From an optimization exercise on the open Yosys and OpenROAD flow, aimed at small area; shortcuts taken in it are not production practice. RTL that was checked went through simulation tests only; none was proved equivalent to the original. Only the layout flow was run in run 1; the RTL was not checked for function there. Power figures rest on the tool's default switching activity, not on a simulated workload.

File: design/flow/design.v
module car_dashboard_top (
    input  wire clk_50mhz,
    input  wire dip_sw8_reset,
    input  wire [5:0] dip_sw_gears,
    input  wire key_accel_n,
    input  wire key_brake_n,
    output wire [7:0] led_rpm,
    output wire [7:0] seg_single,
    output wire [7:0] ar_seg,
    output wire [7:0] ar_sel,
    output wire servo_ctrl,
    output wire piezo_out,
    output wire f_led1_r,
    output wire f_led1_g,
    output wire f_led1_b,
    output wire f_led2_r,
    output wire f_led2_g,
    output wire f_led2_b,
    output wire f_led3_r,
    output wire f_led3_g,
    output wire f_led3_b,
    output wire f_led4_r,
    output wire f_led4_g,
    output wire f_led4_b
);
    wire clk = clk_50mhz;
    wire rst = dip_sw8_reset;
    wire tick_1k, tick_10, sv_h0, sv_h1, sv_h19;
    wire [6:0] c_lo;
    dash_timebase u_tb (
        .clk(clk), .rst(rst), .tick_1k(tick_1k), .tick_10(tick_10), .c_lo(c_lo),
        .sv_h0(sv_h0), .sv_h1(sv_h1), .sv_h19(sv_h19)
    );
    wire a_st, b_st;
    dash_debounce u_acc (.clk(clk), .rst(rst), .tick_1k(tick_1k), .key_n(key_accel_n), .st(a_st));
    dash_debounce u_brk (.clk(clk), .rst(rst), .tick_1k(tick_1k), .key_n(key_brake_n), .st(b_st));
    reg [2:0] gear_sw;
    always @(*) begin
        casez (dip_sw_gears)
            6'b1?????: gear_sw = 3'd6;
            6'b01????: gear_sw = 3'd5;
            6'b001???: gear_sw = 3'd4;
            6'b0001??: gear_sw = 3'd3;
            6'b00001?: gear_sw = 3'd2;
            6'b000001: gear_sw = 3'd1;
            default:   gear_sw = 3'd0;
        endcase
    end
    wire [2:0] gear = rst ? 3'd0 : gear_sw;
    assign seg_single = seg7({1'b0, gear});
    wire [2:0] sp_h;
    wire [3:0] sp_t, sp_o;
    wire [2:0] g_l;
    dash_engine u_eng (
        .clk(clk), .rst(rst), .tick_10(tick_10), .thr(a_st), .brk(b_st), .gear(gear_sw),
        .sp_h(sp_h), .sp_t(sp_t), .sp_o(sp_o), .g_l(g_l)
    );
    wire [12:0] rpm;
    dash_rpm u_rpm (.g(g_l), .sp_h(sp_h), .sp_t(sp_t), .sp_o(sp_o), .rpm(rpm));
    wire [6:0] sv_r;
    wire [8:0] phi;
    wire r5500, r7000;
    dash_rpm_out u_ro (.rpm(rpm), .led(led_rpm), .r5500(r5500), .r7000(r7000), .sv_r(sv_r), .phi(phi));
    assign {f_led1_r, f_led1_g, f_led1_b} = {r5500, ~r7000, ~r5500};
    assign {f_led2_r, f_led2_g, f_led2_b} = {r5500, ~r7000, ~r5500};
    assign {f_led3_r, f_led3_g, f_led3_b} = {r5500, ~r7000, ~r5500};
    assign {f_led4_r, f_led4_g, f_led4_b} = {r5500, ~r7000, ~r5500};
    dash_display u_disp (
        .clk(clk), .rst(rst), .tick_1k(tick_1k), .sp_h(sp_h), .sp_t(sp_t), .sp_o(sp_o),
        .seg(ar_seg), .an(ar_sel)
    );
    assign servo_ctrl = sv_h0 | (sv_h1 & ge8(add8({1'b0, c_lo}, {1'b0, sv_r}, 1'b0), 8'd101)) |
                        (sv_h19 & tick_1k);
    dash_piezo u_pz (.clk(clk), .rst(rst), .phi(phi), .pz(piezo_out));
    function [7:0] add8;
        input [7:0] a;
        input [7:0] b;
        input ci;
        integer i;
        reg c;
        begin
            c = ci;
            for (i = 0; i < 8; i = i + 1) begin
                add8[i] = a[i] ^ b[i] ^ c;
                c = (a[i] & b[i]) | (c & (a[i] | b[i]));
            end
        end
    endfunction
    function ge8;
        input [7:0] a;
        input [7:0] b;
        integer i;
        reg c;
        begin
            c = 1'b1;
            for (i = 0; i < 8; i = i + 1)
                c = (a[i] & ~b[i]) | (c & (a[i] | ~b[i]));
            ge8 = c;
        end
    endfunction
    function [7:0] seg7;
        input [3:0] v;
        begin
            case (v)
                4'd0: seg7 = 8'b0011_1111;
                4'd1: seg7 = 8'b0000_0110;
                4'd2: seg7 = 8'b0101_1011;
                4'd3: seg7 = 8'b0100_1111;
                4'd4: seg7 = 8'b0110_0110;
                4'd5: seg7 = 8'b0110_1101;
                4'd6: seg7 = 8'b0111_1101;
                4'd7: seg7 = 8'b0000_0111;
                4'd8: seg7 = 8'b0111_1111;
                4'd9: seg7 = 8'b0110_1111;
                default: seg7 = 8'b1111_1111;
            endcase
        end
    endfunction
endmodule
module dash_timebase (
    input  wire clk,
    input  wire rst,
    output wire tick_1k,
    output wire tick_10,
    output reg  [6:0] c_lo,
    output wire sv_h0,
    output wire sv_h1,
    output wire sv_h19
);
    reg [4:0] k20;
    reg [2:0] k5;
    assign tick_1k = (c_lo == 7'd0);
    wire k20_last = (k20 == 5'd19);
    wire k5_last = (k5 == 3'd4);
    assign tick_10 = tick_1k & k20_last & k5_last;
    assign sv_h0 = (k20 == 5'd0);
    assign sv_h1 = (k20 == 5'd1);
    assign sv_h19 = k20_last;
    always @(posedge clk or posedge rst) begin
        if (rst) begin
            c_lo <= 7'd100;
            k20  <= 5'd0;
            k5   <= 3'd0;
        end else begin
            c_lo <= tick_1k ? 7'd99 : add7(c_lo, 7'h7f, 1'b0);
            if (tick_1k) begin
                k20 <= k20_last ? 5'd0 : add5(k20, 5'd0, 1'b1);
                if (k20_last)
                    k5 <= k5_last ? 3'd0 : add3(k5, 3'd0, 1'b1);
            end
        end
    end
    function [6:0] add7;
        input [6:0] a;
        input [6:0] b;
        input ci;
        integer i;
        reg c;
        begin
            c = ci;
            for (i = 0; i < 7; i = i + 1) begin
                add7[i] = a[i] ^ b[i] ^ c;
                c = (a[i] & b[i]) | (c & (a[i] | b[i]));
            end
        end
    endfunction
    function [4:0] add5;
        input [4:0] a;
        input [4:0] b;
        input ci;
        integer i;
        reg c;
        begin
            c = ci;
            for (i = 0; i < 5; i = i + 1) begin
                add5[i] = a[i] ^ b[i] ^ c;
                c = (a[i] & b[i]) | (c & (a[i] | b[i]));
            end
        end
    endfunction
    function [2:0] add3;
        input [2:0] a;
        input [2:0] b;
        input ci;
        integer i;
        reg c;
        begin
            c = ci;
            for (i = 0; i < 3; i = i + 1) begin
                add3[i] = a[i] ^ b[i] ^ c;
                c = (a[i] & b[i]) | (c & (a[i] | b[i]));
            end
        end
    endfunction
endmodule
module dash_debounce (
    input  wire clk,
    input  wire rst,
    input  wire tick_1k,
    input  wire key_n,
    output reg  st
);
    reg [1:0] sync;
    reg [2:0] cnt;
    always @(posedge clk or posedge rst) begin
        if (rst) begin
            sync <= 2'b00;
            st   <= 1'b0;
            cnt  <= 3'd0;
        end else begin
            sync <= {sync[0], ~key_n};
            if (tick_1k) begin
                if (sync[1] == st) begin
                    cnt <= 3'd0;
                end else if (cnt == 3'b100) begin
                    st  <= ~st;
                    cnt <= 3'd0;
                end else begin
                    cnt <= {cnt[1:0], ~cnt[2]};
                end
            end
        end
    end
endmodule
module dash_engine (
    input  wire clk,
    input  wire rst,
    input  wire tick_10,
    input  wire thr,
    input  wire brk,
    input  wire [2:0] gear,
    output reg  [2:0] sp_h,
    output reg  [3:0] sp_t,
    output reg  [3:0] sp_o,
    output reg  [2:0] g_l
);
    reg [4:0] d_acc, d_brk;
    reg [2:0] gm_h;
    reg [3:0] gm_t;
    always @(*) begin
        case (gear)
            3'd1: begin d_acc = 5'd2; d_brk = 5'd28; gm_h = 3'd0; gm_t = 4'd3; end
            3'd2: begin d_acc = 5'd3; d_brk = 5'd27; gm_h = 3'd0; gm_t = 4'd7; end
            3'd3: begin d_acc = 5'd4; d_brk = 5'd26; gm_h = 3'd1; gm_t = 4'd3; end
            3'd4: begin d_acc = 5'd5; d_brk = 5'd25; gm_h = 3'd2; gm_t = 4'd0; end
            3'd5: begin d_acc = 5'd6; d_brk = 5'd25; gm_h = 3'd3; gm_t = 4'd0; end
            3'd6: begin d_acc = 5'd6; d_brk = 5'd24; gm_h = 3'd4; gm_t = 4'd0; end
            default: begin d_acc = 5'd0; d_brk = 5'd24; gm_h = 3'd4; gm_t = 4'd0; end
        endcase
    end
    wire [4:0] delta = brk ? d_brk : thr ? d_acc : 5'h1f;
    wire [4:0] ox = add5({1'b0, sp_o}, delta, 1'b0);    
    wire o_neg = ox[4];
    wire o_big = ~ox[4] & ox[3] & (ox[2] | ox[1]);       
    wire [3:0] n_o = o_neg ? add4(ox[3:0], 4'd10, 1'b0) :
                     o_big ? add4(ox[3:0], 4'd6, 1'b0) : ox[3:0];
    wire t_zero = (sp_t == 4'd0);
    wire t_nine = (sp_t == 4'd9);
    wire [3:0] n_t = o_neg ? (t_zero ? 4'd9 : add4(sp_t, 4'hf, 1'b0)) :
                     o_big ? (t_nine ? 4'd0 : add4(sp_t, 4'd0, 1'b1)) : sp_t;
    wire t_bor = o_neg & t_zero;
    wire t_car = o_big & t_nine;
    wire [2:0] n_h = t_bor ? add3(sp_h, 3'h7, 1'b0) :
                     t_car ? add3(sp_h, 3'd0, 1'b1) : sp_h;
    wire below0 = t_bor & (sp_h == 3'd0);                
    wire s_lt_gm = ~ge3(sp_h, gm_h) | ((sp_h == gm_h) & ~ge4(sp_t, gm_t));
    wire [2:0] lim_h = s_lt_gm ? gm_h : 3'd4;
    wire [3:0] lim_t = s_lt_gm ? gm_t : 4'd0;
    wire n_lt_lim = ~ge3(n_h, lim_h) | ((n_h == lim_h) & ~ge4(n_t, lim_t));
    wire clamp_hi = thr & ~brk & ~n_lt_lim;
    always @(posedge clk or posedge rst) begin
        if (rst) begin
            sp_h <= 3'd0;
            sp_t <= 4'd0;
            sp_o <= 4'd0;
            g_l  <= 3'd0;
        end else if (tick_10) begin
            g_l <= gear;
            if (below0) begin
                sp_h <= 3'd0;
                sp_t <= 4'd0;
                sp_o <= 4'd0;
            end else if (clamp_hi) begin
                sp_h <= lim_h;
                sp_t <= lim_t;
                sp_o <= 4'd0;
            end else begin
                sp_h <= n_h;
                sp_t <= n_t;
                sp_o <= n_o;
            end
        end
    end
    function [4:0] add5;
        input [4:0] a;
        input [4:0] b;
        input ci;
        integer i;
        reg c;
        begin
            c = ci;
            for (i = 0; i < 5; i = i + 1) begin
                add5[i] = a[i] ^ b[i] ^ c;
                c = (a[i] & b[i]) | (c & (a[i] | b[i]));
            end
        end
    endfunction
    function [3:0] add4;
        input [3:0] a;
        input [3:0] b;
        input ci;
        integer i;
        reg c;
        begin
            c = ci;
            for (i = 0; i < 4; i = i + 1) begin
                add4[i] = a[i] ^ b[i] ^ c;
                c = (a[i] & b[i]) | (c & (a[i] | b[i]));
            end
        end
    endfunction
    function [2:0] add3;
        input [2:0] a;
        input [2:0] b;
        input ci;
        integer i;
        reg c;
        begin
            c = ci;
            for (i = 0; i < 3; i = i + 1) begin
                add3[i] = a[i] ^ b[i] ^ c;
                c = (a[i] & b[i]) | (c & (a[i] | b[i]));
            end
        end
    endfunction
    function ge4;
        input [3:0] a;
        input [3:0] b;
        integer i;
        reg c;
        begin
            c = 1'b1;
            for (i = 0; i < 4; i = i + 1)
                c = (a[i] & ~b[i]) | (c & (a[i] | ~b[i]));
            ge4 = c;
        end
    endfunction
    function ge3;
        input [2:0] a;
        input [2:0] b;
        integer i;
        reg c;
        begin
            c = 1'b1;
            for (i = 0; i < 3; i = i + 1)
                c = (a[i] & ~b[i]) | (c & (a[i] | ~b[i]));
            ge3 = c;
        end
    endfunction
endmodule
module dash_rpm (
    input  wire [2:0] g,
    input  wire [2:0] sp_h,
    input  wire [3:0] sp_t,
    input  wire [3:0] sp_o,
    output wire [12:0] rpm
);
    wire [21:0] vh = tab_h(g, {1'b0, sp_h});
    wire [21:0] vt = tab_t(g, sp_t);
    wire [18:0] vo = tab_o(g, sp_o);
    wire [10:0] fsum = add11(add11({2'd0, vh[8:0]}, {2'd0, vt[8:0]}, 1'b0), {2'd0, vo[8:0]}, 1'b0);
    wire fc1 = ge11(fsum, 11'd500);
    wire fc2 = ge11(fsum, 11'd1000);
    wire [14:0] rsum = add15(add15({2'd0, vh[21:9]}, {2'd0, vt[21:9]}, fc1), {5'd0, vo[18:9]}, fc2);
    assign rpm = (g == 3'd0) | ~ge15(rsum, 15'd800) ? 13'd800 :
                 ge15(rsum, 15'd8001) ? 13'd8000 : rsum[12:0];
    function [21:0] tab_h;
        input [2:0] g;
        input [3:0] d;
        begin
            case ({g, d})
                {3'd1, 4'd0}: tab_h = {13'd0, 9'd0};
                {3'd1, 4'd1}: tab_h = {13'd8001, 9'd0};
                {3'd1, 4'd2}: tab_h = {13'd8001, 9'd0};
                {3'd1, 4'd3}: tab_h = {13'd8001, 9'd0};
                {3'd1, 4'd4}: tab_h = {13'd8001, 9'd0};
                {3'd2, 4'd0}: tab_h = {13'd0, 9'd0};
                {3'd2, 4'd1}: tab_h = {13'd5387, 9'd200};
                {3'd2, 4'd2}: tab_h = {13'd8001, 9'd400};
                {3'd2, 4'd3}: tab_h = {13'd8001, 9'd100};
                {3'd2, 4'd4}: tab_h = {13'd8001, 9'd300};
                {3'd3, 4'd0}: tab_h = {13'd0, 9'd0};
                {3'd3, 4'd1}: tab_h = {13'd3468, 9'd300};
                {3'd3, 4'd2}: tab_h = {13'd6937, 9'd100};
                {3'd3, 4'd3}: tab_h = {13'd8001, 9'd400};
                {3'd3, 4'd4}: tab_h = {13'd8001, 9'd200};
                {3'd4, 4'd0}: tab_h = {13'd0, 9'd0};
                {3'd4, 4'd1}: tab_h = {13'd2460, 9'd0};
                {3'd4, 4'd2}: tab_h = {13'd4920, 9'd0};
                {3'd4, 4'd3}: tab_h = {13'd7380, 9'd0};
                {3'd4, 4'd4}: tab_h = {13'd8001, 9'd0};
                {3'd5, 4'd0}: tab_h = {13'd0, 9'd0};
                {3'd5, 4'd1}: tab_h = {13'd2041, 9'd400};
                {3'd5, 4'd2}: tab_h = {13'd4083, 9'd300};
                {3'd5, 4'd3}: tab_h = {13'd6125, 9'd200};
                {3'd5, 4'd4}: tab_h = {13'd8001, 9'd100};
                {3'd6, 4'd0}: tab_h = {13'd0, 9'd0};
                {3'd6, 4'd1}: tab_h = {13'd1771, 9'd100};
                {3'd6, 4'd2}: tab_h = {13'd3542, 9'd200};
                {3'd6, 4'd3}: tab_h = {13'd5313, 9'd300};
                {3'd6, 4'd4}: tab_h = {13'd7084, 9'd400};
                default: tab_h = 22'bx;
            endcase
        end
    endfunction
    function [21:0] tab_t;
        input [2:0] g;
        input [3:0] d;
        begin
            case ({g, d})
                {3'd1, 4'd0}: tab_t = {13'd0, 9'd0};
                {3'd1, 4'd1}: tab_t = {13'd885, 9'd300};
                {3'd1, 4'd2}: tab_t = {13'd1771, 9'd100};
                {3'd1, 4'd3}: tab_t = {13'd2656, 9'd400};
                {3'd1, 4'd4}: tab_t = {13'd3542, 9'd200};
                {3'd1, 4'd5}: tab_t = {13'd4428, 9'd0};
                {3'd1, 4'd6}: tab_t = {13'd5313, 9'd300};
                {3'd1, 4'd7}: tab_t = {13'd6199, 9'd100};
                {3'd1, 4'd8}: tab_t = {13'd7084, 9'd400};
                {3'd1, 4'd9}: tab_t = {13'd7970, 9'd200};
                {3'd2, 4'd0}: tab_t = {13'd0, 9'd0};
                {3'd2, 4'd1}: tab_t = {13'd538, 9'd370};
                {3'd2, 4'd2}: tab_t = {13'd1077, 9'd240};
                {3'd2, 4'd3}: tab_t = {13'd1616, 9'd110};
                {3'd2, 4'd4}: tab_t = {13'd2154, 9'd480};
                {3'd2, 4'd5}: tab_t = {13'd2693, 9'd350};
                {3'd2, 4'd6}: tab_t = {13'd3232, 9'd220};
                {3'd2, 4'd7}: tab_t = {13'd3771, 9'd90};
                {3'd2, 4'd8}: tab_t = {13'd4309, 9'd460};
                {3'd2, 4'd9}: tab_t = {13'd4848, 9'd330};
                {3'd3, 4'd0}: tab_t = {13'd0, 9'd0};
                {3'd3, 4'd1}: tab_t = {13'd346, 9'd430};
                {3'd3, 4'd2}: tab_t = {13'd693, 9'd360};
                {3'd3, 4'd3}: tab_t = {13'd1040, 9'd290};
                {3'd3, 4'd4}: tab_t = {13'd1387, 9'd220};
                {3'd3, 4'd5}: tab_t = {13'd1734, 9'd150};
                {3'd3, 4'd6}: tab_t = {13'd2081, 9'd80};
                {3'd3, 4'd7}: tab_t = {13'd2428, 9'd10};
                {3'd3, 4'd8}: tab_t = {13'd2774, 9'd440};
                {3'd3, 4'd9}: tab_t = {13'd3121, 9'd370};
                {3'd4, 4'd0}: tab_t = {13'd0, 9'd0};
                {3'd4, 4'd1}: tab_t = {13'd246, 9'd0};
                {3'd4, 4'd2}: tab_t = {13'd492, 9'd0};
                {3'd4, 4'd3}: tab_t = {13'd738, 9'd0};
                {3'd4, 4'd4}: tab_t = {13'd984, 9'd0};
                {3'd4, 4'd5}: tab_t = {13'd1230, 9'd0};
                {3'd4, 4'd6}: tab_t = {13'd1476, 9'd0};
                {3'd4, 4'd7}: tab_t = {13'd1722, 9'd0};
                {3'd4, 4'd8}: tab_t = {13'd1968, 9'd0};
                {3'd4, 4'd9}: tab_t = {13'd2214, 9'd0};
                {3'd5, 4'd0}: tab_t = {13'd0, 9'd0};
                {3'd5, 4'd1}: tab_t = {13'd204, 9'd90};
                {3'd5, 4'd2}: tab_t = {13'd408, 9'd180};
                {3'd5, 4'd3}: tab_t = {13'd612, 9'd270};
                {3'd5, 4'd4}: tab_t = {13'd816, 9'd360};
                {3'd5, 4'd5}: tab_t = {13'd1020, 9'd450};
                {3'd5, 4'd6}: tab_t = {13'd1225, 9'd40};
                {3'd5, 4'd7}: tab_t = {13'd1429, 9'd130};
                {3'd5, 4'd8}: tab_t = {13'd1633, 9'd220};
                {3'd5, 4'd9}: tab_t = {13'd1837, 9'd310};
                {3'd6, 4'd0}: tab_t = {13'd0, 9'd0};
                {3'd6, 4'd1}: tab_t = {13'd177, 9'd60};
                {3'd6, 4'd2}: tab_t = {13'd354, 9'd120};
                {3'd6, 4'd3}: tab_t = {13'd531, 9'd180};
                {3'd6, 4'd4}: tab_t = {13'd708, 9'd240};
                {3'd6, 4'd5}: tab_t = {13'd885, 9'd300};
                {3'd6, 4'd6}: tab_t = {13'd1062, 9'd360};
                {3'd6, 4'd7}: tab_t = {13'd1239, 9'd420};
                {3'd6, 4'd8}: tab_t = {13'd1416, 9'd480};
                {3'd6, 4'd9}: tab_t = {13'd1594, 9'd40};
                default: tab_t = 22'bx;
            endcase
        end
    endfunction
    function [18:0] tab_o;
        input [2:0] g;
        input [3:0] d;
        begin
            case ({g, d})
                {3'd1, 4'd0}: tab_o = {10'd0, 9'd0};
                {3'd1, 4'd1}: tab_o = {10'd88, 9'd280};
                {3'd1, 4'd2}: tab_o = {10'd177, 9'd60};
                {3'd1, 4'd3}: tab_o = {10'd265, 9'd340};
                {3'd1, 4'd4}: tab_o = {10'd354, 9'd120};
                {3'd1, 4'd5}: tab_o = {10'd442, 9'd400};
                {3'd1, 4'd6}: tab_o = {10'd531, 9'd180};
                {3'd1, 4'd7}: tab_o = {10'd619, 9'd460};
                {3'd1, 4'd8}: tab_o = {10'd708, 9'd240};
                {3'd1, 4'd9}: tab_o = {10'd797, 9'd20};
                {3'd2, 4'd0}: tab_o = {10'd0, 9'd0};
                {3'd2, 4'd1}: tab_o = {10'd53, 9'd437};
                {3'd2, 4'd2}: tab_o = {10'd107, 9'd374};
                {3'd2, 4'd3}: tab_o = {10'd161, 9'd311};
                {3'd2, 4'd4}: tab_o = {10'd215, 9'd248};
                {3'd2, 4'd5}: tab_o = {10'd269, 9'd185};
                {3'd2, 4'd6}: tab_o = {10'd323, 9'd122};
                {3'd2, 4'd7}: tab_o = {10'd377, 9'd59};
                {3'd2, 4'd8}: tab_o = {10'd430, 9'd496};
                {3'd2, 4'd9}: tab_o = {10'd484, 9'd433};
                {3'd3, 4'd0}: tab_o = {10'd0, 9'd0};
                {3'd3, 4'd1}: tab_o = {10'd34, 9'd343};
                {3'd3, 4'd2}: tab_o = {10'd69, 9'd186};
                {3'd3, 4'd3}: tab_o = {10'd104, 9'd29};
                {3'd3, 4'd4}: tab_o = {10'd138, 9'd372};
                {3'd3, 4'd5}: tab_o = {10'd173, 9'd215};
                {3'd3, 4'd6}: tab_o = {10'd208, 9'd58};
                {3'd3, 4'd7}: tab_o = {10'd242, 9'd401};
                {3'd3, 4'd8}: tab_o = {10'd277, 9'd244};
                {3'd3, 4'd9}: tab_o = {10'd312, 9'd87};
                {3'd4, 4'd0}: tab_o = {10'd0, 9'd0};
                {3'd4, 4'd1}: tab_o = {10'd24, 9'd300};
                {3'd4, 4'd2}: tab_o = {10'd49, 9'd100};
                {3'd4, 4'd3}: tab_o = {10'd73, 9'd400};
                {3'd4, 4'd4}: tab_o = {10'd98, 9'd200};
                {3'd4, 4'd5}: tab_o = {10'd123, 9'd0};
                {3'd4, 4'd6}: tab_o = {10'd147, 9'd300};
                {3'd4, 4'd7}: tab_o = {10'd172, 9'd100};
                {3'd4, 4'd8}: tab_o = {10'd196, 9'd400};
                {3'd4, 4'd9}: tab_o = {10'd221, 9'd200};
                {3'd5, 4'd0}: tab_o = {10'd0, 9'd0};
                {3'd5, 4'd1}: tab_o = {10'd20, 9'd209};
                {3'd5, 4'd2}: tab_o = {10'd40, 9'd418};
                {3'd5, 4'd3}: tab_o = {10'd61, 9'd127};
                {3'd5, 4'd4}: tab_o = {10'd81, 9'd336};
                {3'd5, 4'd5}: tab_o = {10'd102, 9'd45};
                {3'd5, 4'd6}: tab_o = {10'd122, 9'd254};
                {3'd5, 4'd7}: tab_o = {10'd142, 9'd463};
                {3'd5, 4'd8}: tab_o = {10'd163, 9'd172};
                {3'd5, 4'd9}: tab_o = {10'd183, 9'd381};
                {3'd6, 4'd0}: tab_o = {10'd0, 9'd0};
                {3'd6, 4'd1}: tab_o = {10'd17, 9'd356};
                {3'd6, 4'd2}: tab_o = {10'd35, 9'd212};
                {3'd6, 4'd3}: tab_o = {10'd53, 9'd68};
                {3'd6, 4'd4}: tab_o = {10'd70, 9'd424};
                {3'd6, 4'd5}: tab_o = {10'd88, 9'd280};
                {3'd6, 4'd6}: tab_o = {10'd106, 9'd136};
                {3'd6, 4'd7}: tab_o = {10'd123, 9'd492};
                {3'd6, 4'd8}: tab_o = {10'd141, 9'd348};
                {3'd6, 4'd9}: tab_o = {10'd159, 9'd204};
                default: tab_o = 19'bx;
            endcase
        end
    endfunction
    function [10:0] add11;
        input [10:0] a;
        input [10:0] b;
        input ci;
        integer i;
        reg c;
        begin
            c = ci;
            for (i = 0; i < 11; i = i + 1) begin
                add11[i] = a[i] ^ b[i] ^ c;
                c = (a[i] & b[i]) | (c & (a[i] | b[i]));
            end
        end
    endfunction
    function [14:0] add15;
        input [14:0] a;
        input [14:0] b;
        input ci;
        integer i;
        reg c;
        begin
            c = ci;
            for (i = 0; i < 15; i = i + 1) begin
                add15[i] = a[i] ^ b[i] ^ c;
                c = (a[i] & b[i]) | (c & (a[i] | b[i]));
            end
        end
    endfunction
    function ge11;
        input [10:0] a;
        input [10:0] b;
        integer i;
        reg c;
        begin
            c = 1'b1;
            for (i = 0; i < 11; i = i + 1)
                c = (a[i] & ~b[i]) | (c & (a[i] | ~b[i]));
            ge11 = c;
        end
    endfunction
    function ge15;
        input [14:0] a;
        input [14:0] b;
        integer i;
        reg c;
        begin
            c = 1'b1;
            for (i = 0; i < 15; i = i + 1)
                c = (a[i] & ~b[i]) | (c & (a[i] | ~b[i]));
            ge15 = c;
        end
    endfunction
endmodule
module dash_rpm_out (
    input  wire [12:0] rpm,
    output wire [7:0] led,
    output wire r5500,
    output wire r7000,
    output wire [6:0] sv_r,
    output wire [8:0] phi
);
    assign r5500 = ge13(rpm, 13'd5500);
    assign r7000 = ge13(rpm, 13'd7000);
    assign led = {ge13(rpm, 13'd7800), ge13(rpm, 13'd7200), ge13(rpm, 13'd6500), r5500,
                  ge13(rpm, 13'd4000), ge13(rpm, 13'd2500), ge13(rpm, 13'd1000), 1'b1};
    reg [7:0] a;
    reg [2:0] r;
    integer i;
    always @(*) begin
        r = 3'd0;
        for (i = 7; i >= 0; i = i - 1) begin
            {a[i], r} = step5({r, rpm[5 + i]});
        end
    end
    wire [7:0] b = {r, rpm[4:0]};
    wire b80 = (r == 3'd4) | (r == 3'd3) | ((r == 3'd2) & rpm[4]);
    assign sv_r = {a[5:0], b80};
    assign phi = add9(add9({a[5:0], 3'd0}, {3'd0, a[5:0]}, 1'b0), {5'd0, ninth(b)}, 1'b0);
    function [3:0] step5;
        input [3:0] v;
        begin
            case (v)
                4'd0: step5 = {1'b0, 3'd0};
                4'd1: step5 = {1'b0, 3'd1};
                4'd2: step5 = {1'b0, 3'd2};
                4'd3: step5 = {1'b0, 3'd3};
                4'd4: step5 = {1'b0, 3'd4};
                4'd5: step5 = {1'b1, 3'd0};
                4'd6: step5 = {1'b1, 3'd1};
                4'd7: step5 = {1'b1, 3'd2};
                4'd8: step5 = {1'b1, 3'd3};
                4'd9: step5 = {1'b1, 3'd4};
                default: step5 = 4'bxxxx;
            endcase
        end
    endfunction
    function [3:0] ninth;
        input [7:0] b;
        begin
            case (b)
                8'd0: ninth = 4'd0;
                8'd1: ninth = 4'd0;
                8'd2: ninth = 4'd0;
                8'd3: ninth = 4'd0;
                8'd4: ninth = 4'd0;
                8'd5: ninth = 4'd0;
                8'd6: ninth = 4'd0;
                8'd7: ninth = 4'd0;
                8'd8: ninth = 4'd0;
                8'd9: ninth = 4'd0;
                8'd10: ninth = 4'd0;
                8'd11: ninth = 4'd0;
                8'd12: ninth = 4'd0;
                8'd13: ninth = 4'd0;
                8'd14: ninth = 4'd0;
                8'd15: ninth = 4'd0;
                8'd16: ninth = 4'd0;
                8'd17: ninth = 4'd0;
                8'd18: ninth = 4'd1;
                8'd19: ninth = 4'd1;
                8'd20: ninth = 4'd1;
                8'd21: ninth = 4'd1;
                8'd22: ninth = 4'd1;
                8'd23: ninth = 4'd1;
                8'd24: ninth = 4'd1;
                8'd25: ninth = 4'd1;
                8'd26: ninth = 4'd1;
                8'd27: ninth = 4'd1;
                8'd28: ninth = 4'd1;
                8'd29: ninth = 4'd1;
                8'd30: ninth = 4'd1;
                8'd31: ninth = 4'd1;
                8'd32: ninth = 4'd1;
                8'd33: ninth = 4'd1;
                8'd34: ninth = 4'd1;
                8'd35: ninth = 4'd1;
                8'd36: ninth = 4'd2;
                8'd37: ninth = 4'd2;
                8'd38: ninth = 4'd2;
                8'd39: ninth = 4'd2;
                8'd40: ninth = 4'd2;
                8'd41: ninth = 4'd2;
                8'd42: ninth = 4'd2;
                8'd43: ninth = 4'd2;
                8'd44: ninth = 4'd2;
                8'd45: ninth = 4'd2;
                8'd46: ninth = 4'd2;
                8'd47: ninth = 4'd2;
                8'd48: ninth = 4'd2;
                8'd49: ninth = 4'd2;
                8'd50: ninth = 4'd2;
                8'd51: ninth = 4'd2;
                8'd52: ninth = 4'd2;
                8'd53: ninth = 4'd2;
                8'd54: ninth = 4'd3;
                8'd55: ninth = 4'd3;
                8'd56: ninth = 4'd3;
                8'd57: ninth = 4'd3;
                8'd58: ninth = 4'd3;
                8'd59: ninth = 4'd3;
                8'd60: ninth = 4'd3;
                8'd61: ninth = 4'd3;
                8'd62: ninth = 4'd3;
                8'd63: ninth = 4'd3;
                8'd64: ninth = 4'd3;
                8'd65: ninth = 4'd3;
                8'd66: ninth = 4'd3;
                8'd67: ninth = 4'd3;
                8'd68: ninth = 4'd3;
                8'd69: ninth = 4'd3;
                8'd70: ninth = 4'd3;
                8'd71: ninth = 4'd3;
                8'd72: ninth = 4'd4;
                8'd73: ninth = 4'd4;
                8'd74: ninth = 4'd4;
                8'd75: ninth = 4'd4;
                8'd76: ninth = 4'd4;
                8'd77: ninth = 4'd4;
                8'd78: ninth = 4'd4;
                8'd79: ninth = 4'd4;
                8'd80: ninth = 4'd4;
                8'd81: ninth = 4'd4;
                8'd82: ninth = 4'd4;
                8'd83: ninth = 4'd4;
                8'd84: ninth = 4'd4;
                8'd85: ninth = 4'd4;
                8'd86: ninth = 4'd4;
                8'd87: ninth = 4'd4;
                8'd88: ninth = 4'd4;
                8'd89: ninth = 4'd5;
                8'd90: ninth = 4'd5;
                8'd91: ninth = 4'd5;
                8'd92: ninth = 4'd5;
                8'd93: ninth = 4'd5;
                8'd94: ninth = 4'd5;
                8'd95: ninth = 4'd5;
                8'd96: ninth = 4'd5;
                8'd97: ninth = 4'd5;
                8'd98: ninth = 4'd5;
                8'd99: ninth = 4'd5;
                8'd100: ninth = 4'd5;
                8'd101: ninth = 4'd5;
                8'd102: ninth = 4'd5;
                8'd103: ninth = 4'd5;
                8'd104: ninth = 4'd5;
                8'd105: ninth = 4'd5;
                8'd106: ninth = 4'd5;
                8'd107: ninth = 4'd6;
                8'd108: ninth = 4'd6;
                8'd109: ninth = 4'd6;
                8'd110: ninth = 4'd6;
                8'd111: ninth = 4'd6;
                8'd112: ninth = 4'd6;
                8'd113: ninth = 4'd6;
                8'd114: ninth = 4'd6;
                8'd115: ninth = 4'd6;
                8'd116: ninth = 4'd6;
                8'd117: ninth = 4'd6;
                8'd118: ninth = 4'd6;
                8'd119: ninth = 4'd6;
                8'd120: ninth = 4'd6;
                8'd121: ninth = 4'd6;
                8'd122: ninth = 4'd6;
                8'd123: ninth = 4'd6;
                8'd124: ninth = 4'd6;
                8'd125: ninth = 4'd7;
                8'd126: ninth = 4'd7;
                8'd127: ninth = 4'd7;
                8'd128: ninth = 4'd7;
                8'd129: ninth = 4'd7;
                8'd130: ninth = 4'd7;
                8'd131: ninth = 4'd7;
                8'd132: ninth = 4'd7;
                8'd133: ninth = 4'd7;
                8'd134: ninth = 4'd7;
                8'd135: ninth = 4'd7;
                8'd136: ninth = 4'd7;
                8'd137: ninth = 4'd7;
                8'd138: ninth = 4'd7;
                8'd139: ninth = 4'd7;
                8'd140: ninth = 4'd7;
                8'd141: ninth = 4'd7;
                8'd142: ninth = 4'd7;
                8'd143: ninth = 4'd8;
                8'd144: ninth = 4'd8;
                8'd145: ninth = 4'd8;
                8'd146: ninth = 4'd8;
                8'd147: ninth = 4'd8;
                8'd148: ninth = 4'd8;
                8'd149: ninth = 4'd8;
                8'd150: ninth = 4'd8;
                8'd151: ninth = 4'd8;
                8'd152: ninth = 4'd8;
                8'd153: ninth = 4'd8;
                8'd154: ninth = 4'd8;
                8'd155: ninth = 4'd8;
                8'd156: ninth = 4'd8;
                8'd157: ninth = 4'd8;
                8'd158: ninth = 4'd8;
                8'd159: ninth = 4'd8;
                default: ninth = 4'd0;
            endcase
        end
    endfunction
    function [8:0] add9;
        input [8:0] a;
        input [8:0] b;
        input ci;
        integer i;
        reg c;
        begin
            c = ci;
            for (i = 0; i < 9; i = i + 1) begin
                add9[i] = a[i] ^ b[i] ^ c;
                c = (a[i] & b[i]) | (c & (a[i] | b[i]));
            end
        end
    endfunction
    function ge13;
        input [12:0] a;
        input [12:0] b;
        integer i;
        reg c;
        begin
            c = 1'b1;
            for (i = 0; i < 13; i = i + 1)
                c = (a[i] & ~b[i]) | (c & (a[i] | ~b[i]));
            ge13 = c;
        end
    endfunction
endmodule
module dash_display (
    input  wire clk,
    input  wire rst,
    input  wire tick_1k,
    input  wire [2:0] sp_h,
    input  wire [3:0] sp_t,
    input  wire [3:0] sp_o,
    output wire [7:0] seg,
    output wire [7:0] an
);
    reg [1:0] disp;
    reg [3:0] dig;
    wire [3:0] d_sel = (disp == 2'd1) ? sp_t : (disp == 2'd2) ? sp_o : {1'b0, sp_h};
    always @(posedge clk or posedge rst) begin
        if (rst) begin
            disp <= 2'd0;
            dig  <= 4'd15;
        end else if (tick_1k) begin
            disp <= (disp == 2'd3) ? 2'd1 : add2(disp, 2'd0, 1'b1);
            dig  <= d_sel;
        end
    end
    assign seg = seg7(dig);
    assign an = {disp != 2'd3, disp != 2'd2, disp != 2'd1, 5'b11111};
    function [1:0] add2;
        input [1:0] a;
        input [1:0] b;
        input ci;
        integer i;
        reg c;
        begin
            c = ci;
            for (i = 0; i < 2; i = i + 1) begin
                add2[i] = a[i] ^ b[i] ^ c;
                c = (a[i] & b[i]) | (c & (a[i] | b[i]));
            end
        end
    endfunction
    function [7:0] seg7;
        input [3:0] v;
        begin
            case (v)
                4'd0: seg7 = 8'b0011_1111;
                4'd1: seg7 = 8'b0000_0110;
                4'd2: seg7 = 8'b0101_1011;
                4'd3: seg7 = 8'b0100_1111;
                4'd4: seg7 = 8'b0110_0110;
                4'd5: seg7 = 8'b0110_1101;
                4'd6: seg7 = 8'b0111_1101;
                4'd7: seg7 = 8'b0000_0111;
                4'd8: seg7 = 8'b0111_1111;
                4'd9: seg7 = 8'b0110_1111;
                default: seg7 = 8'b1111_1111;
            endcase
        end
    endfunction
endmodule
module dash_piezo (
    input  wire clk,
    input  wire rst,
    input  wire [8:0] phi,
    output reg  pz
);
    reg [9:0] pc;
    reg [8:0] qr;
    reg       pp;
    always @(posedge clk or posedge rst) begin
        if (rst) begin
            pc <= 10'd0;
            qr <= 9'd450;
            pp <= 1'b0;
            pz <= 1'b0;
        end else begin
            pz <= pz ^ pp;
            pp <= ~pp & ~ge9(qr, phi);
            if (pp) begin
                pc <= 10'd0;
                qr <= 9'd450;
            end else begin
                pc <= add10(pc, 10'd0, 1'b1);
                qr <= add9(qr, ~{6'd0, q_step(pc)}, 1'b1);
            end
        end
    end
    function [2:0] q_step;
        input [9:0] c;
        begin
            case (c)
                10'd98: q_step = 3'd5;
                10'd99: q_step = 3'd5;
                10'd100: q_step = 3'd5;
                10'd101: q_step = 3'd5;
                10'd102: q_step = 3'd4;
                10'd103: q_step = 3'd5;
                10'd104: q_step = 3'd4;
                10'd105: q_step = 3'd5;
                10'd106: q_step = 3'd4;
                10'd107: q_step = 3'd4;
                10'd108: q_step = 3'd4;
                10'd109: q_step = 3'd4;
                10'd110: q_step = 3'd4;
                10'd111: q_step = 3'd4;
                10'd112: q_step = 3'd4;
                10'd113: q_step = 3'd3;
                10'd114: q_step = 3'd4;
                10'd115: q_step = 3'd4;
                10'd116: q_step = 3'd3;
                10'd117: q_step = 3'd4;
                10'd118: q_step = 3'd3;
                10'd119: q_step = 3'd4;
                10'd120: q_step = 3'd3;
                10'd121: q_step = 3'd3;
                10'd122: q_step = 3'd3;
                10'd123: q_step = 3'd4;
                10'd124: q_step = 3'd3;
                10'd125: q_step = 3'd3;
                10'd126: q_step = 3'd3;
                10'd127: q_step = 3'd3;
                10'd128: q_step = 3'd3;
                10'd129: q_step = 3'd3;
                10'd130: q_step = 3'd3;
                10'd131: q_step = 3'd2;
                10'd132: q_step = 3'd3;
                10'd133: q_step = 3'd3;
                10'd134: q_step = 3'd3;
                10'd135: q_step = 3'd2;
                10'd136: q_step = 3'd3;
                10'd137: q_step = 3'd2;
                10'd138: q_step = 3'd3;
                10'd139: q_step = 3'd2;
                10'd140: q_step = 3'd3;
                10'd141: q_step = 3'd2;
                10'd142: q_step = 3'd3;
                10'd143: q_step = 3'd2;
                10'd144: q_step = 3'd2;
                10'd145: q_step = 3'd3;
                10'd146: q_step = 3'd2;
                10'd147: q_step = 3'd2;
                10'd148: q_step = 3'd2;
                10'd149: q_step = 3'd3;
                10'd150: q_step = 3'd2;
                10'd151: q_step = 3'd2;
                10'd152: q_step = 3'd2;
                10'd153: q_step = 3'd2;
                10'd154: q_step = 3'd2;
                10'd155: q_step = 3'd2;
                10'd156: q_step = 3'd2;
                10'd157: q_step = 3'd2;
                10'd158: q_step = 3'd2;
                10'd159: q_step = 3'd2;
                10'd160: q_step = 3'd2;
                10'd161: q_step = 3'd2;
                10'd162: q_step = 3'd1;
                10'd163: q_step = 3'd2;
                10'd164: q_step = 3'd2;
                10'd165: q_step = 3'd2;
                10'd166: q_step = 3'd2;
                10'd167: q_step = 3'd1;
                10'd168: q_step = 3'd2;
                10'd169: q_step = 3'd2;
                10'd170: q_step = 3'd1;
                10'd171: q_step = 3'd2;
                10'd172: q_step = 3'd2;
                10'd173: q_step = 3'd1;
                10'd174: q_step = 3'd2;
                10'd175: q_step = 3'd2;
                10'd176: q_step = 3'd1;
                10'd177: q_step = 3'd2;
                10'd178: q_step = 3'd1;
                10'd179: q_step = 3'd2;
                10'd180: q_step = 3'd1;
                10'd181: q_step = 3'd2;
                10'd182: q_step = 3'd1;
                10'd183: q_step = 3'd2;
                10'd184: q_step = 3'd1;
                10'd185: q_step = 3'd2;
                10'd186: q_step = 3'd1;
                10'd187: q_step = 3'd1;
                10'd188: q_step = 3'd2;
                10'd189: q_step = 3'd1;
                10'd190: q_step = 3'd1;
                10'd191: q_step = 3'd2;
                10'd192: q_step = 3'd1;
                10'd193: q_step = 3'd1;
                10'd194: q_step = 3'd2;
                10'd195: q_step = 3'd1;
                10'd196: q_step = 3'd1;
                10'd197: q_step = 3'd1;
                10'd198: q_step = 3'd2;
                10'd199: q_step = 3'd1;
                10'd200: q_step = 3'd1;
                10'd201: q_step = 3'd1;
                10'd202: q_step = 3'd2;
                10'd203: q_step = 3'd1;
                10'd204: q_step = 3'd1;
                10'd205: q_step = 3'd1;
                10'd206: q_step = 3'd1;
                10'd207: q_step = 3'd1;
                10'd208: q_step = 3'd2;
                10'd209: q_step = 3'd1;
                10'd210: q_step = 3'd1;
                10'd211: q_step = 3'd1;
                10'd212: q_step = 3'd1;
                10'd213: q_step = 3'd1;
                10'd214: q_step = 3'd1;
                10'd215: q_step = 3'd1;
                10'd216: q_step = 3'd1;
                10'd217: q_step = 3'd1;
                10'd218: q_step = 3'd1;
                10'd219: q_step = 3'd1;
                10'd220: q_step = 3'd1;
                10'd221: q_step = 3'd1;
                10'd222: q_step = 3'd1;
                10'd223: q_step = 3'd1;
                10'd224: q_step = 3'd1;
                10'd225: q_step = 3'd1;
                10'd226: q_step = 3'd1;
                10'd227: q_step = 3'd1;
                10'd228: q_step = 3'd1;
                10'd229: q_step = 3'd1;
                10'd230: q_step = 3'd1;
                10'd231: q_step = 3'd1;
                10'd232: q_step = 3'd1;
                10'd233: q_step = 3'd1;
                10'd234: q_step = 3'd1;
                10'd236: q_step = 3'd1;
                10'd237: q_step = 3'd1;
                10'd238: q_step = 3'd1;
                10'd239: q_step = 3'd1;
                10'd240: q_step = 3'd1;
                10'd241: q_step = 3'd1;
                10'd243: q_step = 3'd1;
                10'd244: q_step = 3'd1;
                10'd245: q_step = 3'd1;
                10'd246: q_step = 3'd1;
                10'd248: q_step = 3'd1;
                10'd249: q_step = 3'd1;
                10'd250: q_step = 3'd1;
                10'd251: q_step = 3'd1;
                10'd253: q_step = 3'd1;
                10'd254: q_step = 3'd1;
                10'd255: q_step = 3'd1;
                10'd257: q_step = 3'd1;
                10'd258: q_step = 3'd1;
                10'd259: q_step = 3'd1;
                10'd261: q_step = 3'd1;
                10'd262: q_step = 3'd1;
                10'd263: q_step = 3'd1;
                10'd265: q_step = 3'd1;
                10'd266: q_step = 3'd1;
                10'd268: q_step = 3'd1;
                10'd269: q_step = 3'd1;
                10'd271: q_step = 3'd1;
                10'd272: q_step = 3'd1;
                10'd274: q_step = 3'd1;
                10'd275: q_step = 3'd1;
                10'd277: q_step = 3'd1;
                10'd278: q_step = 3'd1;
                10'd280: q_step = 3'd1;
                10'd282: q_step = 3'd1;
                10'd283: q_step = 3'd1;
                10'd285: q_step = 3'd1;
                10'd287: q_step = 3'd1;
                10'd288: q_step = 3'd1;
                10'd290: q_step = 3'd1;
                10'd292: q_step = 3'd1;
                10'd293: q_step = 3'd1;
                10'd295: q_step = 3'd1;
                10'd297: q_step = 3'd1;
                10'd299: q_step = 3'd1;
                10'd301: q_step = 3'd1;
                10'd302: q_step = 3'd1;
                10'd304: q_step = 3'd1;
                10'd306: q_step = 3'd1;
                10'd308: q_step = 3'd1;
                10'd310: q_step = 3'd1;
                10'd312: q_step = 3'd1;
                10'd314: q_step = 3'd1;
                10'd316: q_step = 3'd1;
                10'd318: q_step = 3'd1;
                10'd320: q_step = 3'd1;
                10'd322: q_step = 3'd1;
                10'd324: q_step = 3'd1;
                10'd326: q_step = 3'd1;
                10'd329: q_step = 3'd1;
                10'd331: q_step = 3'd1;
                10'd333: q_step = 3'd1;
                10'd335: q_step = 3'd1;
                10'd338: q_step = 3'd1;
                10'd340: q_step = 3'd1;
                10'd342: q_step = 3'd1;
                10'd345: q_step = 3'd1;
                10'd347: q_step = 3'd1;
                10'd350: q_step = 3'd1;
                10'd352: q_step = 3'd1;
                10'd355: q_step = 3'd1;
                10'd357: q_step = 3'd1;
                10'd360: q_step = 3'd1;
                10'd362: q_step = 3'd1;
                10'd365: q_step = 3'd1;
                10'd368: q_step = 3'd1;
                10'd371: q_step = 3'd1;
                10'd373: q_step = 3'd1;
                10'd376: q_step = 3'd1;
                10'd379: q_step = 3'd1;
                10'd382: q_step = 3'd1;
                10'd385: q_step = 3'd1;
                10'd388: q_step = 3'd1;
                10'd391: q_step = 3'd1;
                10'd394: q_step = 3'd1;
                10'd398: q_step = 3'd1;
                10'd401: q_step = 3'd1;
                10'd404: q_step = 3'd1;
                10'd407: q_step = 3'd1;
                10'd411: q_step = 3'd1;
                10'd414: q_step = 3'd1;
                10'd418: q_step = 3'd1;
                10'd421: q_step = 3'd1;
                10'd425: q_step = 3'd1;
                10'd429: q_step = 3'd1;
                10'd432: q_step = 3'd1;
                10'd436: q_step = 3'd1;
                10'd440: q_step = 3'd1;
                10'd444: q_step = 3'd1;
                10'd448: q_step = 3'd1;
                10'd452: q_step = 3'd1;
                10'd456: q_step = 3'd1;
                10'd460: q_step = 3'd1;
                10'd465: q_step = 3'd1;
                10'd469: q_step = 3'd1;
                10'd474: q_step = 3'd1;
                10'd478: q_step = 3'd1;
                10'd483: q_step = 3'd1;
                10'd488: q_step = 3'd1;
                10'd493: q_step = 3'd1;
                10'd498: q_step = 3'd1;
                10'd503: q_step = 3'd1;
                10'd508: q_step = 3'd1;
                10'd513: q_step = 3'd1;
                10'd518: q_step = 3'd1;
                10'd524: q_step = 3'd1;
                default: q_step = 3'd0;
            endcase
        end
    endfunction
    function [9:0] add10;
        input [9:0] a;
        input [9:0] b;
        input ci;
        integer i;
        reg c;
        begin
            c = ci;
            for (i = 0; i < 10; i = i + 1) begin
                add10[i] = a[i] ^ b[i] ^ c;
                c = (a[i] & b[i]) | (c & (a[i] | b[i]));
            end
        end
    endfunction
    function [8:0] add9;
        input [8:0] a;
        input [8:0] b;
        input ci;
        integer i;
        reg c;
        begin
            c = ci;
            for (i = 0; i < 9; i = i + 1) begin
                add9[i] = a[i] ^ b[i] ^ c;
                c = (a[i] & b[i]) | (c & (a[i] | b[i]));
            end
        end
    endfunction
    function ge9;
        input [8:0] a;
        input [8:0] b;
        integer i;
        reg c;
        begin
            c = 1'b1;
            for (i = 0; i < 9; i = i + 1)
                c = (a[i] & ~b[i]) | (c & (a[i] | ~b[i]));
            ge9 = c;
        end
    endfunction
endmodule
File: design/flow/flow/run.sh
#!/bin/bash
# Layout flow: the standard flow (standard.sh) with two changes to its
# synthesis, both in the combinational mapping only (registers untouched):
#  - yosys extract_fa is skipped, so adders are mapped by ABC like the rest
#    of the logic instead of being forced onto fa/ha cells;
#  - the final ABC mapping uses flow/abc_area.script (AIG resynthesis with
#    &deepsyn for up to 2 minutes, then area-recovery mapping with &nf)
#    instead of ORFS's abc_area.script.
# The ports are buffered as in the standard flow, with the smallest buffer
# (buf_1) instead of the one ORFS picks. Everything else (floorplan,
# placement, CTS, routing, finishing) is standard.sh unchanged. Each tool's output goes to a log file here.
set -euo pipefail
W=$(pwd)
ABC_SCRIPT="$W/flow/abc_area.script"

# synthesis script: synth_recipe.tcl with the two overrides inserted before
# it sources ORFS's synth.tcl
{
  head -n 1 synth_recipe.tcl
  cat <<EOS
proc extract_fa {args} { puts "flow: extract_fa skipped" }
proc abc {args} {
  set i [lsearch -exact \$args -script]
  if {\$i >= 0} { set args [lreplace \$args [expr {\$i + 1}] [expr {\$i + 1}] $ABC_SCRIPT] }
  set i [lsearch -exact \$args -D]
  if {\$i >= 0} { set args [lreplace \$args \$i [expr {\$i + 1}]] }
  puts "flow: abc \$args"
  yosys abc {*}\$args
}
EOS
  tail -n +2 synth_recipe.tcl
} > flow_synth.tcl

sed "s|SYNTH_SCRIPT=[^ ]*|SYNTH_SCRIPT=$W/flow_synth.tcl BUFFER_PORTS_ARGS='-buffer_cell sky130_fd_sc_hd__buf_1' MIN_BUF_CELL_AND_PORTS='sky130_fd_sc_hd__buf_1 A X'|" standard.sh > flow_standard.sh
grep -q "SYNTH_SCRIPT=$W/flow_synth.tcl" flow_standard.sh

bash flow_standard.sh > flow_make.log 2>&1
File: design/flow/flow/abc_area.script
strash
&get -n
&fraig -x
&deepsyn -T 120 -S 1
&dch -f
&nf -R 1000 -p
&put
File: design/flow/standard.sh
#!/bin/bash
# synth_recipe.tcl (not shown) runs the flow's synth.tcl, then flattens the netlist and writes it again
# the make line also repeats each setting of config.mk as NAME=value (left out here)
make -C /OpenROAD-flow-scripts/flow DESIGN_CONFIG=/design/flow/config.mk WORK_HOME=/design/flow/orfs CLKGATE_MAP_FILE= SYNTH_SCRIPT=/design/flow/synth_recipe.tcl "${@:-finish}"
File: design/flow/config.mk
export PLATFORM = sky130hd
export DESIGN_NAME = car_dashboard_top
export DESIGN_NICKNAME = car_dashboard_top
export VERILOG_FILES = /design/flow/design.v
export SDC_FILE = /design/flow/constraint.sdc
export NUM_CORES = 4
export LEC_CHECK = 0
export ABC_AREA = 1
export CAP_MARGIN = 20
export CORE_MARGIN = 2
export CORE_UTILIZATION = 60
export CTS_BUF_LIST = sky130_fd_sc_hd__clkbuf_4 sky130_fd_sc_hd__clkbuf_8
export CTS_CLUSTER_SIZE = 20
export SLEW_MARGIN = 20
File: design/flow/constraint.sdc
create_clock -name core_clock -period 120.0 [get_ports {clk_50mhz}]
set_input_delay 24.0000 -clock core_clock [delete_from_list [all_inputs] [get_ports {clk_50mhz}]]
set_output_delay 24.0000 -clock core_clock [all_outputs]
set_load 0.01 [all_outputs]
==> run summary, run 1 <==
* Reg-to-reg slack, setup at 102.87 ns
* RR Endpoint: u_pz.pp
* Worst Tran Pin Value at 0.984 ns
* Via-to-Cell Ratio at roughly 6.4
* Max Transition Viols Final at 0
* Core footprint at 12700 sq um
* Register area share after synthesis at 0.219
* Layout cell share with drive strength beyond 1 at 0.0382
* Top cells by area, synth: dfrtp_1 (18%), nor2_1 (8.0%), xnor2_1 (7.8%)
* Largest net degree at the start of global routing at 73
* Die footprint at 14000 sq um
* Clk root buf: clkbuf_8
* Detailed Routing Iterations Pass 1 at 7
* Main synth FF type: dfrtp_1
* Synth cell count leaders: nor2_1 (167), nand2_1 (161), o21ai_0 (85), a21oi_1 (81), xnor2_1 (70)
* Leak pwr at 3.19 nW
* Drt drc at 0
* Number of synthesized register bits at 68
* Finished Core Util at 0.670
* CP max FO at 6
* RSZ-0062 raised after global routing: false
* Dpl hpwl at 17.8 mm
* Post-cts sizing count at 0
* Critical Path RT at roughly 96 ns
* Die width at 118 microns
* Crit path launch: dip_sw_gears[5]
* Async SR Flop Fraction at 1.00
* CTS tree: done
* Reg2reg path depth at 71
* Max cap viols at 0
* Routed WL at 23.8 mm
* Upper clock frequency limit at 20.0 MHz
* Most frequent cell after synthesis: nor2_1
* Routed Antenna Nets at 0
* Synthesized area at 7820 sq um
* Fin crit share at 0.416
* Minimum clock period after layout at 49.90 ns
* Area Overhead vs Synth at 8.58%
* CTS Buf Count at 9
* Critical path class: input pin to output port
* Outcome: no timing/DRC/antenna violations
* Pwr per Cell Area at 10.8 nW/um^2
* CTS Buffer Depth at 2
* Top-area cell type share of the netlist area at 0.182
* Setup Skew at between 0.004 and 0.005 ns
* Syn_area_per_cell at 6.84 sq um
* Die Y at roughly 120 microns
* DR iter-0 viols at 1184
* Clock sinks at 68
* Termination of the worst setup path: seg_single[3]
* # rows at 41
* Peak VDD IR at approximately 0.0062 mV
* Post-CTS Setup Bufs at 0
* Synth warnings at 8
* GPL Wtd Cong at 1.02
* H-tree levels at 3
* Worst Hold Class: flip-flop to flip-flop
* Vias in the first global route at 7890
* Clk Latency, worst-skew pair at between 0.3 and 0.4 ns
* Starting Density at 0.617
* Initial antenna violation count at 0
* Hold-fix buffers, CTS at 0
* Total track usage at 0.334
* CP Capture Type: output port
* Post-Synthesis Cells at 1142
* Fin. Hold Viols at 0
* Sum Neg Setup Slack at 0 ns
* CP Launch Type: input pin
* Top-level port count at 56
* Grt total ovfl at 0
* PortBufs at 48
* Post-synth cell types at between 60 and 70
* WL/cell at 17.3 microns
* EDFF count, synth at 0
* Worst r2r src: u_eng.g_l[2]
* Crit path DAT at 25.90 ns
* DR vias at between 8000 and 9000
* Clk slew on worst S/H paths at about 0.080 ns
* Rel. slew slack at 0.342
* Final setup vio count at 0
* PnR Total Power at ~92 uW
* Synth area leader: dfrtp_1
* Antenna diodes at 0
* Nets at 1210
* First-pass GRT wire length at 38.6 mm
-- worst min-delay path by stage --
| stage | from | to | slack, ns | depth (start not counted) |
|---|---|---|---|---|
| floorplan | u_acc.sync[0] | u_acc.sync[1] | 0.33 | 0 |
| global placement | u_brk.sync[0] | u_brk.sync[1] | 0.33 | 0 |
| finish | u_brk.sync[0] | u_brk.sync[1] | 0.35 | 0 |
| global route | u_acc.sync[0] | u_acc.sync[1] | 0.37 | 0 |
| CTS | u_brk.sync[0] | u_brk.sync[1] | 0.35 | 0 |
| detailed placement | u_brk.sync[0] | u_brk.sync[1] | 0.33 | 0 |
-- kinds of logic after synthesis --
logic type,share of synthesized area
XOR/XNOR,0.116
flip-flops,0.219
AO/OA/AOI/OAI,0.285
AND/OR/NAND/NOR,0.317
adder cells (fa/ha/maj),0.0282
multiplexers,0.00400
buffers and inverters,0.0298
other,0.000961
-- placed cells by master, fill, tap and decap left out, types with 9 or more instances in the layout --
cell	n
a211oi_1	11
dfstp_2	11
o31ai_1	15
and3_1	9
xor2_1	28
nor2_1	167
nand4_1	9
a22oi_1	13
xnor2_1	70
buf_1	48
o22ai_1	25
o211ai_1	9
buf_4	17
nor3_1	36
nand3_1	19
nand2b_1	43
clkinv_1	38
dfrtp_1	57
or2_0	17
nor4_1	11
nand2_1	161
a31oi_1	29
o21bai_1	11
clkbuf_8	9
a21oi_1	81
and2_0	12
maj3_1	22
nor2b_1	33
o21ai_0	85
-- routing by layer --
metal  GRT usage  routed length (microns)  vias up
li1            -                        -     4248
met1       0.448                    10000     3964
met2       0.531                    10600      521
met3      0.0734                     2330      112
met4       0.117                      910        0
met5           0                        0        -
-- state kept, by name, indices dropped and copies added (netlist names), 3 cells and up --
| signal | cells |
|---|---|
| u_pz.pc | 10 |
| u_pz.qr | 9 |
| u_eng.sp_o | 4 |
| u_disp.dig | 4 |
| u_brk.cnt | 3 |
| u_tb.c_lo | 7 |
| u_eng.sp_h | 3 |
| u_tb.k20 | 5 |
| u_acc.cnt | 3 |
| u_eng.g_l | 3 |
| u_tb.k5 | 3 |
| u_eng.sp_t | 4 |
-- metrics by stage --
stage	hold slack, ns	worst slack [ns]	instance area, sq um	instances
floorplan	0.331	69.73	7840	1147
global placement	0.332	70.20	8280	1361
detailed placement	0.335	70.12	8280	1361
CTS	0.353	70.12	8490	1377
global route	0.368	69.90	8490	1377
finish	0.351	70.10	8490	1377
-- cell type report --
cell class / count / area, sq um
clock inverters: 7 / 83.8
repair buffers: 65 / 308
fillers: 1196 / 4180
clock buffers: 9 / 124
inverters: 39 / 146
flip-flops and latches: 68 / 1720
well taps: 172 / 215
multi-input cells: 1017 / 5890
-- critical path: stages --
cell and delay (ns):
buf_1 0.13, or3_1 0.46, nor3_1 0.44, nand2_1 0.20, and2_0 0.21, nand2_1 0.06
nand2_1 0.07, nand2b_1 0.19, buf_1 0.14
-- where the power goes --
group	internal (mW)	switching [mW]	leakage (nW)	total, mW
logic	0.0182	0.0264	2.28	0.0446
clock network	0.00994	0.00993	0.102	0.0199
registers	0.0239	0.00333	0.815	0.0272
total	0.0521	0.0397	3.19	0.0918
==> run 2, diff against run 1 <==
--- a/design/flow/design.v
+++ b/design/flow/design.v
@@ -213,13 +213,27 @@
                 if (sync[1] == st) begin
                     cnt <= 3'd0;
-                end else if (cnt == 3'b100) begin
+                end else if (cnt == 3'd5) begin
                     st  <= ~st;
                     cnt <= 3'd0;
                 end else begin
-                    cnt <= {cnt[1:0], ~cnt[2]};
+                    cnt <= add3(cnt, 3'd0, 1'b1);
                 end
             end
         end
     end
+    function [2:0] add3;
+        input [2:0] a;
+        input [2:0] b;
+        input ci;
+        integer i;
+        reg c;
+        begin
+            c = ci;
+            for (i = 0; i < 3; i = i + 1) begin
+                add3[i] = a[i] ^ b[i] ^ c;
+                c = (a[i] & b[i]) | (c & (a[i] | b[i]));
+            end
+        end
+    endfunction
 endmodule
 module dash_engine (
@@ -373,5 +387,5 @@
     wire fc2 = ge11(fsum, 11'd1000);
     wire [14:0] rsum = add15(add15({2'd0, vh[21:9]}, {2'd0, vt[21:9]}, fc1), {5'd0, vo[18:9]}, fc2);
-    assign rpm = (g == 3'd0) | ~ge15(rsum, 15'd800) ? 13'd800 :
+    assign rpm = ~ge15(rsum, 15'd800) ? 13'd800 :
                  ge15(rsum, 15'd8001) ? 13'd8000 : rsum[12:0];
     function [21:0] tab_h;
@@ -410,5 +424,5 @@
                 {3'd6, 4'd3}: tab_h = {13'd5313, 9'd300};
                 {3'd6, 4'd4}: tab_h = {13'd7084, 9'd400};
-                default: tab_h = 22'bx;
+                default: tab_h = 22'd0;
             endcase
         end
@@ -479,5 +493,5 @@
                 {3'd6, 4'd8}: tab_t = {13'd1416, 9'd480};
                 {3'd6, 4'd9}: tab_t = {13'd1594, 9'd40};
-                default: tab_t = 22'bx;
+                default: tab_t = 22'd0;
             endcase
         end
@@ -548,5 +562,5 @@
                 {3'd6, 4'd8}: tab_o = {10'd141, 9'd348};
                 {3'd6, 4'd9}: tab_o = {10'd159, 9'd204};
-                default: tab_o = 19'bx;
+                default: tab_o = 19'd0;
             endcase
         end
--- a/design/flow/flow/run.sh
+++ b/design/flow/flow/run.sh
@@ -4,10 +4,8 @@
 #  - yosys extract_fa is skipped, so adders are mapped by ABC like the rest
 #    of the logic instead of being forced onto fa/ha cells;
-#  - the final ABC mapping uses flow/abc_area.script (AIG resynthesis with
-#    &deepsyn for up to 2 minutes, then area-recovery mapping with &nf)
-#    instead of ORFS's abc_area.script.
-# The ports are buffered as in the standard flow, with the smallest buffer
-# (buf_1) instead of the one ORFS picks. Everything else (floorplan,
-# placement, CTS, routing, finishing) is standard.sh unchanged. Each tool's output goes to a log file here.
+#  - the final ABC mapping uses flow/abc_area.script (area-recovery mapping
+#    with &nf) instead of ORFS's abc_area.script.
+# Everything else (floorplan, placement, CTS, routing, finishing) is
+# standard.sh unchanged. Each tool's output goes to a log file here.
 set -euo pipefail
 W=$(pwd)
@@ -32,5 +30,5 @@
 } > flow_synth.tcl
 
-sed "s|SYNTH_SCRIPT=[^ ]*|SYNTH_SCRIPT=$W/flow_synth.tcl BUFFER_PORTS_ARGS='-buffer_cell sky130_fd_sc_hd__buf_1' MIN_BUF_CELL_AND_PORTS='sky130_fd_sc_hd__buf_1 A X'|" standard.sh > flow_standard.sh
+sed "s|SYNTH_SCRIPT=[^ ]*|SYNTH_SCRIPT=$W/flow_synth.tcl|" standard.sh > flow_standard.sh
 grep -q "SYNTH_SCRIPT=$W/flow_synth.tcl" flow_standard.sh
 
==> design/flow/flow/abc_area.script (replaced) <==
strash
&get -n
&fraig -x
&put
dc2
strash
&get -n
&dch -f
&nf -R 1000
&put
--- a/design/flow/config.mk
+++ b/design/flow/config.mk
@@ -10,5 +10,3 @@
 export CORE_MARGIN = 2
 export CORE_UTILIZATION = 60
-export CTS_BUF_LIST = sky130_fd_sc_hd__clkbuf_4 sky130_fd_sc_hd__clkbuf_8
-export CTS_CLUSTER_SIZE = 20
 export SLEW_MARGIN = 20
==> run 2 against run 1 <==
Clock skew is 0.0072 ns higher. Combinational power shrank 87%. Fmax is 1.8% lower. First-iteration DRC count down 4.4%. Worst setup slack worse by 0.93 ns. Clock power rose by 44%. Count of clock-buffer cells in the layout is 3 higher. Critical path depth decreased by 1. Sequential share of layout area is 3.3 points lower. Hold slack worse by 0.00066 ns. Critical endpoint is now seg_single[1]. Largest power group is now the clock network.
==> run summary, run 2 <==
* Starting Density at 0.609
* Syn_area_per_cell at 6.39 sq um
* Final Cell Area at about 10000 sq um
* GRT busiest layer: met2
* Fin. Hold Viols at 0
* Outcome: no timing/DRC/antenna violations
* Crit path buf inv count at 2
* Via-to-Cell Ratio at 6.53
* Synthesized area at 9150 sq um
* Placed cell area at 9830 sq um
* # rows at 45
* Synth cell count leaders: nand2_1 (240), nor2_1 (216), a21oi_1 (156), o21ai_0 (153), xnor2_1 (59)
* Reg2reg path depth at 62
* Top-area cell type share of the netlist area at 0.156
* Fin crit share at 0.424
* GR Util met2 at 0.583
* Antenna diodes at 0
* Critical path class: input pin to output port
* RSZ-0062 raised after global routing: false
* WL/cell at around 17 microns
* Worst Hold Path Cells at 0
* Rel. slew slack at 0.307
* Nets at 1497
* CTS tree: done
* Detailed Routing Iterations Pass 1 at 6
* CP max FO at 8
* Crit path launch: dip_sw_gears[5]
* Worst r2r src: u_eng.g_l[1]
* CP peak stage delay at 0.64 ns
* RR Endpoint: u_pz.pp
* Post-synth cell types at 63
* Worst Hold Class: flip-flop to flip-flop
* Pwr per Cell Area at 5.82 nW/um^2
* Switching power at 14.8 uW
* Clk root buf: clkbuf_16
* Max cap viols at 0
* Synth warnings at 8
* Number of synthesized register bits at 68
* Largest Register: u_pz.pc
* Routed WL at 29.4 mm
* Synth area leader: dfrtp_1
* Initial antenna violation count at 0
* CTS Buf Count at 9
* Crit-path most repeated cell: clkdlybuf4s50_1
* DR vias at about 11000
* GPL Wtd Cong at between 1 and 1.5
* Top cells by area, synth: dfrtp_1 (16%), nand2_1 (9.8%), nor2_1 (8.9%)
* Layout cell share with drive strength beyond 1 at 0.0295
* Worst Tran Pin Value at 1.03 ns
* Post-cts sizing count at 0
* Post-CTS Setup Bufs at 0
* Area Overhead vs Synth at 11.0%
* Worst path top cell family by delay: buffers and inverters
* Routing usage on met1 at 0.468
* Core footprint at 15000 sq um
* DR iter-0 viols at 1132
* Setup Skew at 0.0114 ns
* Hold-fix buffers, CTS at 0
* Sw Share at 0.251
* First-pass GRT wire length at 48.2 mm
* Reg-to-reg slack, setup at about 100 ns
* Termination of the worst setup path: seg_single[1]
* Most common cell after layout, fill and taps aside: nand2_1
* DP Worst Slack at 69.22 ns
* Routed Antenna Nets at 0
* Register area share after synthesis at 0.188
* Regs by FF count: u_pz.pc x10, u_pz.qr x9, u_tb.c_lo x7
* CP cell instances: clkdlybuf4s50_1, nor4_1, nand2_1, o22ai_1, a21oi_1, nor2b_1, o21ai_0, clkdlybuf4s50_1
* Dpl hpwl at 21.4 mm
* Critical Path RT at about 96 ns
* Grt met3 use at 0.0632
* Largest net degree at the start of global routing at 68
* Die Y at 127 microns
* Clk Latency, worst-skew pair at 0.34 ns
* Finished Layout Cells at 1680
* CP Capture Type: output port
* Max Transition Viols Final at 0
* Part of the power in registers at 0.413
* Dpl cells at 1664
* Largest register FFs at 10
* Top-level port count at 56
* Post-Synthesis Cells at 1431
* Crit path DAT at 26.83 ns
* Setup ws final at 69.17 ns
* CP Depth at 8
* H-tree levels at 3
* Drt drc at 0
* P_int at between 40 and 50 uW
* Finished Core Util at 0.675
* CTS Buffer Depth at 2
* Most frequent cell after synthesis: nand2_1
* Clock sinks at 68
* Die width at 127 microns
* Logic gate share of total power at 0.101
* Worst path slowest cell: nor4_1
* Upper clock frequency limit at 19.7 MHz
* Commonest cells after routing, fill and taps aside: nand2_1 (240), nor2_1 (216), a21oi_1 (156)
* EDFF count, synth at 0
* PortBufs at 48
* Vias in the first global route at 10100
* Async SR Flop Fraction at 1.00
* Sum Neg Setup Slack at 0 ns
* Clk slew on worst S/H paths at approximately 0.050 ns
* Leak pwr at about 3.8 nW
* Clock share of power at 0.486
* Minimum clock period after layout at 50.83 ns
* Main synth FF type: dfrtp_1
* CP Launch Type: input pin
* Die footprint at ~16000 sq um
* Peak VDD IR at 0.00662 mV
* Final setup vio count at 0
* Final-layout fill cell count at 1430
* Grt total ovfl at 0
* Total track usage at 0.358
run 2: cell count changes after synthesis, moves of 8 or more:
cell      delta
nand2b_1    -21
nand3_1     +27
xnor2_1     -11
nor2b_1      -8
nor2_1      +49
o21ai_0     +68
buf_4       +23
a21o_1      +12
buf_1       -23
a21oi_1     +75
or3_1        +9
nand2_1     +79
o22ai_1      -8
clkinv_1    +11
run 2: power groups by stage:
stage / clock [mW] / sequential [mW] / combinational (mW)
detailed placement: 0 / 0.0247 / 0.00584
finish: 0.0287 / 0.0244 / 0.00598
global placement: 0 / 0.0247 / 0.00576
CTS: 0.0290 / 0.0243 / 0.00588
floorplan: 0 / 0.0245 / 0.00388
global route: 0.0297 / 0.0244 / 0.00658
run 2: through the flow:
stage	total power [mW]	hold WS (ns)
2_1_floorplan	0.0284	0.331
3_3_place_gp	0.0305	0.334
3_5_place_dp	0.0306	0.338
4_1_cts	0.0592	0.350
5_1_grt	0.0608	0.353
6_report	0.0591	0.350
run 2: layer usage:
| layer | wire [microns] | share of wire |
|---|---|---|
| met5 | 0 | 0 |
| met4 | 1270 | 0.043 |
| met3 | 2760 | 0.094 |
| met2 | 13300 | 0.45 |
| met1 | 12000 | 0.41 |
run 2: layout make-up:
| type | instances | area [sq um] | area share |
|---|---|---|---|
| Multi-Input combinational cell | 1295 | 7100 | 0.699 |
| Tap cell | 188 | 235 | 0.0232 |
| Clock inverter | 4 | 72.6 | 0.00715 |
| Inverter | 50 | 188 | 0.0185 |
| Clock buffer | 12 | 246 | 0.0243 |
| Sequential cell | 68 | 1720 | 0.169 |
| Timing Repair Buffer | 63 | 593 | 0.0584 |
run 2: worst min path at each step:
stage	endpoint	startpoint
after CTS	u_acc.sync[1]	u_acc.sync[0]
after detailed placement	u_acc.sync[1]	u_acc.sync[0]
after global placement	u_brk.sync[1]	u_brk.sync[0]
final	u_acc.sync[1]	u_acc.sync[0]
after global routing	u_acc.sync[1]	u_acc.sync[0]
after floorplan	u_acc.sync[1]	u_acc.sync[0]
run 2: cell families (layout without fill, tap and decap cells):
| logic type | Yosys count | after routing | share of synthesized area |
|---|---|---|---|
| compound gates | 500 | 500 | 0.329 |
| xor+xnor | 92 | 92 | 0.0896 |
| fa+ha+maj | 20 | 20 | 0.0219 |
| buf+inv | 73 | 129 | 0.0394 |
| flops | 68 | 68 | 0.188 |
| mux | 6 | 6 | 0.00697 |
| other cells | 2 | 7 | 0.000821 |
| simple gates | 670 | 670 | 0.324 |

[separate check: timing with driven ports]
The flow's constraints put no driver on any port. The routed layouts listed below were extracted and timed again, unchanged, in two steps. Step 1 sets driving cells, clkbuf_16 on the clock port and buf_2 on the other inputs (assumed; they add their load-dependent delay and slew). Step 2 times the ports against the registers' clock, not the clock port: input delays grow and output delays shrink by t, the midpoint of the rising clock arrivals with the driver on. a / b / c = no drivers / after step 1 / after step 2; a / b = the first two.
run	t (ns)	setup slack, ns
run 1	0.390	70.102 / 70.079 / 70.079
run 2	0.373	69.174 / 69.153 / 69.153
After both steps every run listed still meets setup and hold.
